This design comes from an exercise in tuning for small area and a short achievable clock period on the open sky130 flow, not from production work. RTL that was checked went through simulation tests only; none was proved equivalent to the original. Power figures rest on the tool's default switching activity, not on a simulated workload.

==> flow/design.v <==
`timescale 1ns / 1ps
module alu (
input [7:0] a,
input [7:0] b,
input binv,
input bz,
input [9:0] sel,
output [7:0] res,
output [7:0] ext_res,
output cb
);
wire [7:0] bb = (b & {8{~bz}}) ^ {8{binv}};
wire [8:0] sum = {1'b0, a} + {1'b0, bb} + {8'd0, binv ^ bz};
wire [15:0] prod;
mul8 m0 (.a(a), .b(b), .p(prod));
assign cb = sum[8] ^ binv;
assign ext_res = prod[15:8];
assign res = ({8{sel[0]}} & {a[6:0], 1'b0})
           | ({8{sel[1]}} & {1'b0, a[7:1]})
           | ({8{sel[2]}} & {a[0], a[7:1]})
           | ({8{sel[3]}} & {a[6:0], a[7]})
           | ({8{sel[4]}} & {a[7], a[7:1]})
           | ({8{sel[5]}} & sum[7:0])
           | ({8{sel[6]}} & prod[7:0])
           | ({8{sel[7]}} & (a & b))
           | ({8{sel[8]}} & (a ^ b))
           | ({8{sel[9]}} & b);
endmodule
module mul8 (input [7:0] a, input [7:0] b, output [15:0] p);
wire [9:0] a1 = {2'b0, a};
wire [9:0] a2 = {1'b0, a, 1'b0};
wire [9:0] a3 = a1 + a2;
function [9:0] sel4(input [1:0] s, input [9:0] x1, input [9:0] x2, input [9:0] x3);
  case (s) 2'd0: sel4 = 10'd0; 2'd1: sel4 = x1; 2'd2: sel4 = x2; default: sel4 = x3; endcase
endfunction
wire [9:0] q0 = sel4(b[1:0], a1, a2, a3);
wire [9:0] q1 = sel4(b[3:2], a1, a2, a3);
wire [9:0] q2 = sel4(b[5:4], a1, a2, a3);
wire [9:0] q3 = sel4(b[7:6], a1, a2, a3);
assign p = {6'd0, q0} + {4'd0, q1, 2'd0} + {2'd0, q2, 4'd0} + {q3, 6'd0};
endmodule
`timescale 1ns / 1ps
module control_unit (
input [7:0] instr,
input cb_in,
output rf_we,
output pc_load,
output halt,
output acc_we,
output ext_we,
output cb_we,
output binv,
output bz,
output [9:0] sel
);
wire [3:0] h = instr[7:4];
wire [3:0] l = instr[3:0];
wire z = (h == 4'h0);
wire acc1 = z & ~l[3] & (l[2:0] != 3'd0);
wire is_inc = z & (l == 4'h6);
wire is_dec = z & (l == 4'h7);
wire is_add = (h == 4'h1);
wire is_sub = (h == 4'h2);
wire is_mul = (h == 4'h3);
wire is_and = (h == 4'h5);
wire is_xor = (h == 4'h6);
wire is_cmp = (h == 4'h7);
wire is_br  = (h == 4'h8);
wire is_mov = (h == 4'h9);
wire is_st  = (h == 4'hA);
wire is_ret = (h == 4'hB);
assign halt = (instr == 8'hFF);
assign rf_we = is_st;
assign pc_load = is_ret | (is_br & cb_in);
assign acc_we = acc1 | is_add | is_sub | is_mul | is_and | is_xor | is_mov;
assign ext_we = is_mul;
assign cb_we = is_inc | is_dec | is_add | is_sub | is_cmp;
assign binv = is_sub | is_cmp | is_dec;
assign bz = is_inc | is_dec;
assign sel[0] = z & (l == 4'h1);
assign sel[1] = z & (l == 4'h2);
assign sel[2] = z & (l == 4'h3);
assign sel[3] = z & (l == 4'h4);
assign sel[4] = z & (l == 4'h5);
assign sel[5] = is_inc | is_dec | is_add | is_sub;
assign sel[6] = is_mul;
assign sel[7] = is_and;
assign sel[8] = is_xor;
assign sel[9] = is_mov;
endmodule
`timescale 1ns / 1ps
module program_counter (
input clk,
input rst,
input load,
input hold,
input [3:0] adr_in,
output reg [4:0] pc
);
always @(posedge clk or posedge rst) begin
if (rst)
pc <= 5'b00000;
else if (load)
pc <= {1'b0, adr_in};
else if (!hold)
pc <= pc + 5'd1;
end
endmodule
`timescale 1ns / 1ps
module register_file (
input clk,
input rst,
input [3:0] adr,
input [7:0] w_data,
input we,
output [7:0] r_data
);
reg [7:0] regs [0:15];
assign r_data = regs[adr];
integer i;
always @(posedge clk or posedge rst) begin
if (rst)
for (i = 0; i < 16; i = i + 1)
regs[i] <= i;
else if (we)
regs[adr] <= w_data;
end
endmodule
`timescale 1ns / 1ps
module processor_top (
input clk,
input rst,
input [7:0] instr_in,
output [4:0] pc_out,
output [7:0] acc_out,
output [7:0] ext_out,
output cb_out,
output halt_out
);
wire [3:0] n = instr_in[3:0];
wire [7:0] rf_data;
wire [7:0] alu_res;
wire [7:0] alu_ext;
wire alu_cb;
wire rf_we, pc_load, halt, acc_we, ext_we, cb_we;
wire [9:0] sel;
wire binv, bz;
reg [7:0] acc;
reg [7:0] ext;
reg cb;
control_unit cu0 (
.instr(instr_in),
.cb_in(cb),
.rf_we(rf_we),
.pc_load(pc_load),
.halt(halt),
.acc_we(acc_we),
.ext_we(ext_we),
.cb_we(cb_we),
.binv(binv),
.bz(bz),
.sel(sel)
);
program_counter pc0 (
.clk(clk),
.rst(rst),
.load(pc_load),
.hold(halt),
.adr_in(n),
.pc(pc_out)
);
register_file rf0 (
.clk(clk),
.rst(rst),
.adr(n),
.w_data(acc),
.we(rf_we),
.r_data(rf_data)
);
alu alu0 (
.a(acc),
.b(rf_data),
.binv(binv),
.bz(bz),
.sel(sel),
.res(alu_res),
.ext_res(alu_ext),
.cb(alu_cb)
);
always @(posedge clk or posedge rst) begin
if (rst) begin
acc <= 8'b0;
ext <= 8'b0;
cb <= 1'b0;
end else begin
if (acc_we)
acc <= alu_res;
if (ext_we)
ext <= alu_ext;
if (cb_we)
cb <= alu_cb;
end
end
assign halt_out = halt;
assign acc_out = acc;
assign ext_out = ext;
assign cb_out = cb;
endmodule
Settings: LEC_CHECK=0, CAP_MARGIN=20, CORE_MARGIN=2, CORE_UTILIZATION=40, SLEW_MARGIN=20; clock period 8.0 ns.
run.sh (not shown) runs the stock make flow with config.mk's settings and CLKGATE_MAP_FILE= SYNTH_SCRIPT=/design/flow/synth_recipe.tcl, a recipe that flattens the netlist after the stock synthesis.
Change:
--- a/flow/design.v
+++ b/flow/design.v
@@ -30,17 +30,21 @@
 wire [9:0] a1 = {2'b0, a};
 wire [9:0] a2 = {1'b0, a, 1'b0};
 wire [9:0] a3 = a1 + a2;
 function [9:0] sel4(input [1:0] s, input [9:0] x1, input [9:0] x2, input [9:0] x3);
   case (s) 2'd0: sel4 = 10'd0; 2'd1: sel4 = x1; 2'd2: sel4 = x2; default: sel4 = x3; endcase
 endfunction
-wire [9:0] q0 = sel4(b[1:0], a1, a2, a3);
-wire [9:0] q1 = sel4(b[3:2], a1, a2, a3);
-wire [9:0] q2 = sel4(b[5:4], a1, a2, a3);
-wire [9:0] q3 = sel4(b[7:6], a1, a2, a3);
-assign p = {6'd0, q0} + {4'd0, q1, 2'd0} + {2'd0, q2, 4'd0} + {q3, 6'd0};
+wire [15:0] r0 = {6'd0, sel4(b[1:0], a1, a2, a3)};
+wire [15:0] r1 = {4'd0, sel4(b[3:2], a1, a2, a3), 2'd0};
+wire [15:0] r2 = {2'd0, sel4(b[5:4], a1, a2, a3), 4'd0};
+wire [15:0] r3 = {sel4(b[7:6], a1, a2, a3), 6'd0};
+wire [15:0] s1 = r0 ^ r1 ^ r2;
+wire [15:0] c1 = ((r0 & r1) | (r0 & r2) | (r1 & r2)) << 1;
+wire [15:0] s2 = s1 ^ c1 ^ r3;
+wire [15:0] c2 = ((s1 & c1) | (s1 & r3) | (c1 & r3)) << 1;
+assign p = s2 + c2;
 endmodule
 `timescale 1ns / 1ps
 module control_unit (
 input [7:0] instr,
 input cb_in,
 output rf_we,
Outcome: Count of clock-buffer cells in the layout stays the same; utilization rises by 0.19 points; clock skew barely changes; total power grows by 5.7%; wire length came out higher by 4.3%.
No run of this note included a check of the RTL's function; only the layout flow was run.

== the reference run ==
processor_top, a different RTL version from the one above (not shown whole).
Size in the first run: ~1600 cells after synthesis, ~150 flip-flops, about 11000 um^2 of cells after synthesis.
==> module register_file, before the edit <==
module register_file (
input clk,
input rst,
input [3:0] adr,
input [7:0] w_data,
input we,
output [7:0] r_data
);
reg [7:0] regs [0:15];
integer i;
wire [3:0] lo = 4'd1 << adr[1:0];
wire [3:0] hi = 4'd1 << adr[3:2];
reg [7:0] g [0:3];
reg [7:0] rd;
integer k, m;
always @(*) begin
  rd = 8'd0;
  for (k = 0; k < 4; k = k + 1) begin
    g[k] = 8'd0;
    for (m = 0; m < 4; m = m + 1)
      g[k] = g[k] | ({8{lo[m]}} & regs[4*k+m]);
    rd = rd | ({8{hi[k]}} & g[k]);
  end
end
assign r_data = rd;
always @(posedge clk or posedge rst) begin
if (rst)
for (i = 0; i < 16; i = i + 1)
regs[i] <= i;
else if (we)
regs[adr] <= w_data;
end
endmodule
export LEC_CHECK = 0
export ABC_AREA = 1
export CAP_MARGIN = 20
export CORE_MARGIN = 2
export CORE_UTILIZATION = 40
export CTS_BUF_LIST = sky130_fd_sc_hd__clkbuf_8
export SETUP_SLACK_MARGIN = 3
export SLEW_MARGIN = 20
create_clock -name core_clock -period 8.0 [get_ports {clk}]
standard.sh (not shown) runs the stock make flow with config.mk's settings and CLKGATE_MAP_FILE= SYNTH_SCRIPT=/design/flow/synth_recipe.tcl, a recipe that flattens the netlist after the stock synthesis.
==> flow/flow/run.sh <==
#!/bin/bash
# Standard layout (the standard.sh) with two changes:
# - synthesis leaves full and half adders to ABC as plain gates instead of
#   mapping them to the library's slow fa/ha cells;
# - the port buffers that placement inserts are buf_2 cells.
set -euo pipefail
export ADDER_MAP_FILE=
export BUFFER_PORTS_ARGS="-buffer_cell sky130_fd_sc_hd__buf_2"
bash standard.sh finish > flow.log 2>&1
The inputs of the trial run differ from those of the reference run as listed below.
--- a/flow/design.v
+++ b/flow/design.v
@@ -130,6 +130,7 @@
 pc <= pc + 5'd1;
 end
 endmodule
+`timescale 1ns / 1ps
 module register_file (
 input clk,
 input rst,
@@ -139,22 +140,8 @@
 output [7:0] r_data
 );
 reg [7:0] regs [0:15];
+assign r_data = regs[adr];
 integer i;
-wire [3:0] lo = 4'd1 << adr[1:0];
-wire [3:0] hi = 4'd1 << adr[3:2];
-reg [7:0] g [0:3];
-reg [7:0] rd;
-integer k, m;
-always @(*) begin
-  rd = 8'd0;
-  for (k = 0; k < 4; k = k + 1) begin
-    g[k] = 8'd0;
-    for (m = 0; m < 4; m = m + 1)
-      g[k] = g[k] | ({8{lo[m]}} & regs[4*k+m]);
-    rd = rd | ({8{hi[k]}} & g[k]);
-  end
-end
-assign r_data = rd;
 always @(posedge clk or posedge rst) begin
 if (rst)
 for (i = 0; i < 16; i = i + 1)
### Flow results
- Post-route worst setup slack on the trial run is behind the reference run.
- Proportion of cell area spent on the clock network (lower): the reference run
- Count of distinct cell types in the synthesized netlist: the trial run vs the reference run down about 2%
- In the trial run, clock period minus final worst setup slack is higher than in the reference run.
- Per the comparison of the trial run with the reference run, wire length rose 8.5%, worst hold slack about even.
- Higher overall power consumption among the trial run and the reference run: the trial run
- The remaining global-route overflow was comparable across the trial run and the reference run.
- Summary of the trial run over the reference run: global-route wire length before repair climbed 3.2%; full die area dropped about 3%; area of the core dropped about 3.4%.
The RTL of the trial run was laid out without a check of its function.

-- what the ideal ports hide --
The flow's constraints put no driver on any port. The routed layouts listed below were extracted and timed again, unchanged, in two steps. Step 1: set_driving_cell puts a clkbuf_16 on clk and a buf_2 on each other input, an assumption about the parent block. Step 2 adds t to the input delays and takes it off the output delays; t is the mean of the earliest and latest rising clock arrival at the registers after step 1. Input paths then give back, and output paths get back, about the clock's delay inside the block. Three values: ideal, step 1, step 2; two values: the first two.
run	t (ns)	slack for setup (ns)	worst setup path at the end	worst data-port slew with drivers (ns)	cell pins on the clock port's net
the first run of note 1	0.480	1.000 / 1.015 / 0.535	input to register	0.04	1
the second run of note 1	0.471	1.225 / 1.240 / 0.769	input to register	0.03	1
the reference run	0.508	3.294 / 3.304 / 2.796	input to register	0.07	1
the trial run	0.502	3.226 / 3.229 / 2.738	input to register	0.03	1
After both steps setup and hold are still met in every run listed. The setup slack of the reference run, which loses most, moves by +0.010 ns with the drivers and by -0.498 ns with both steps.
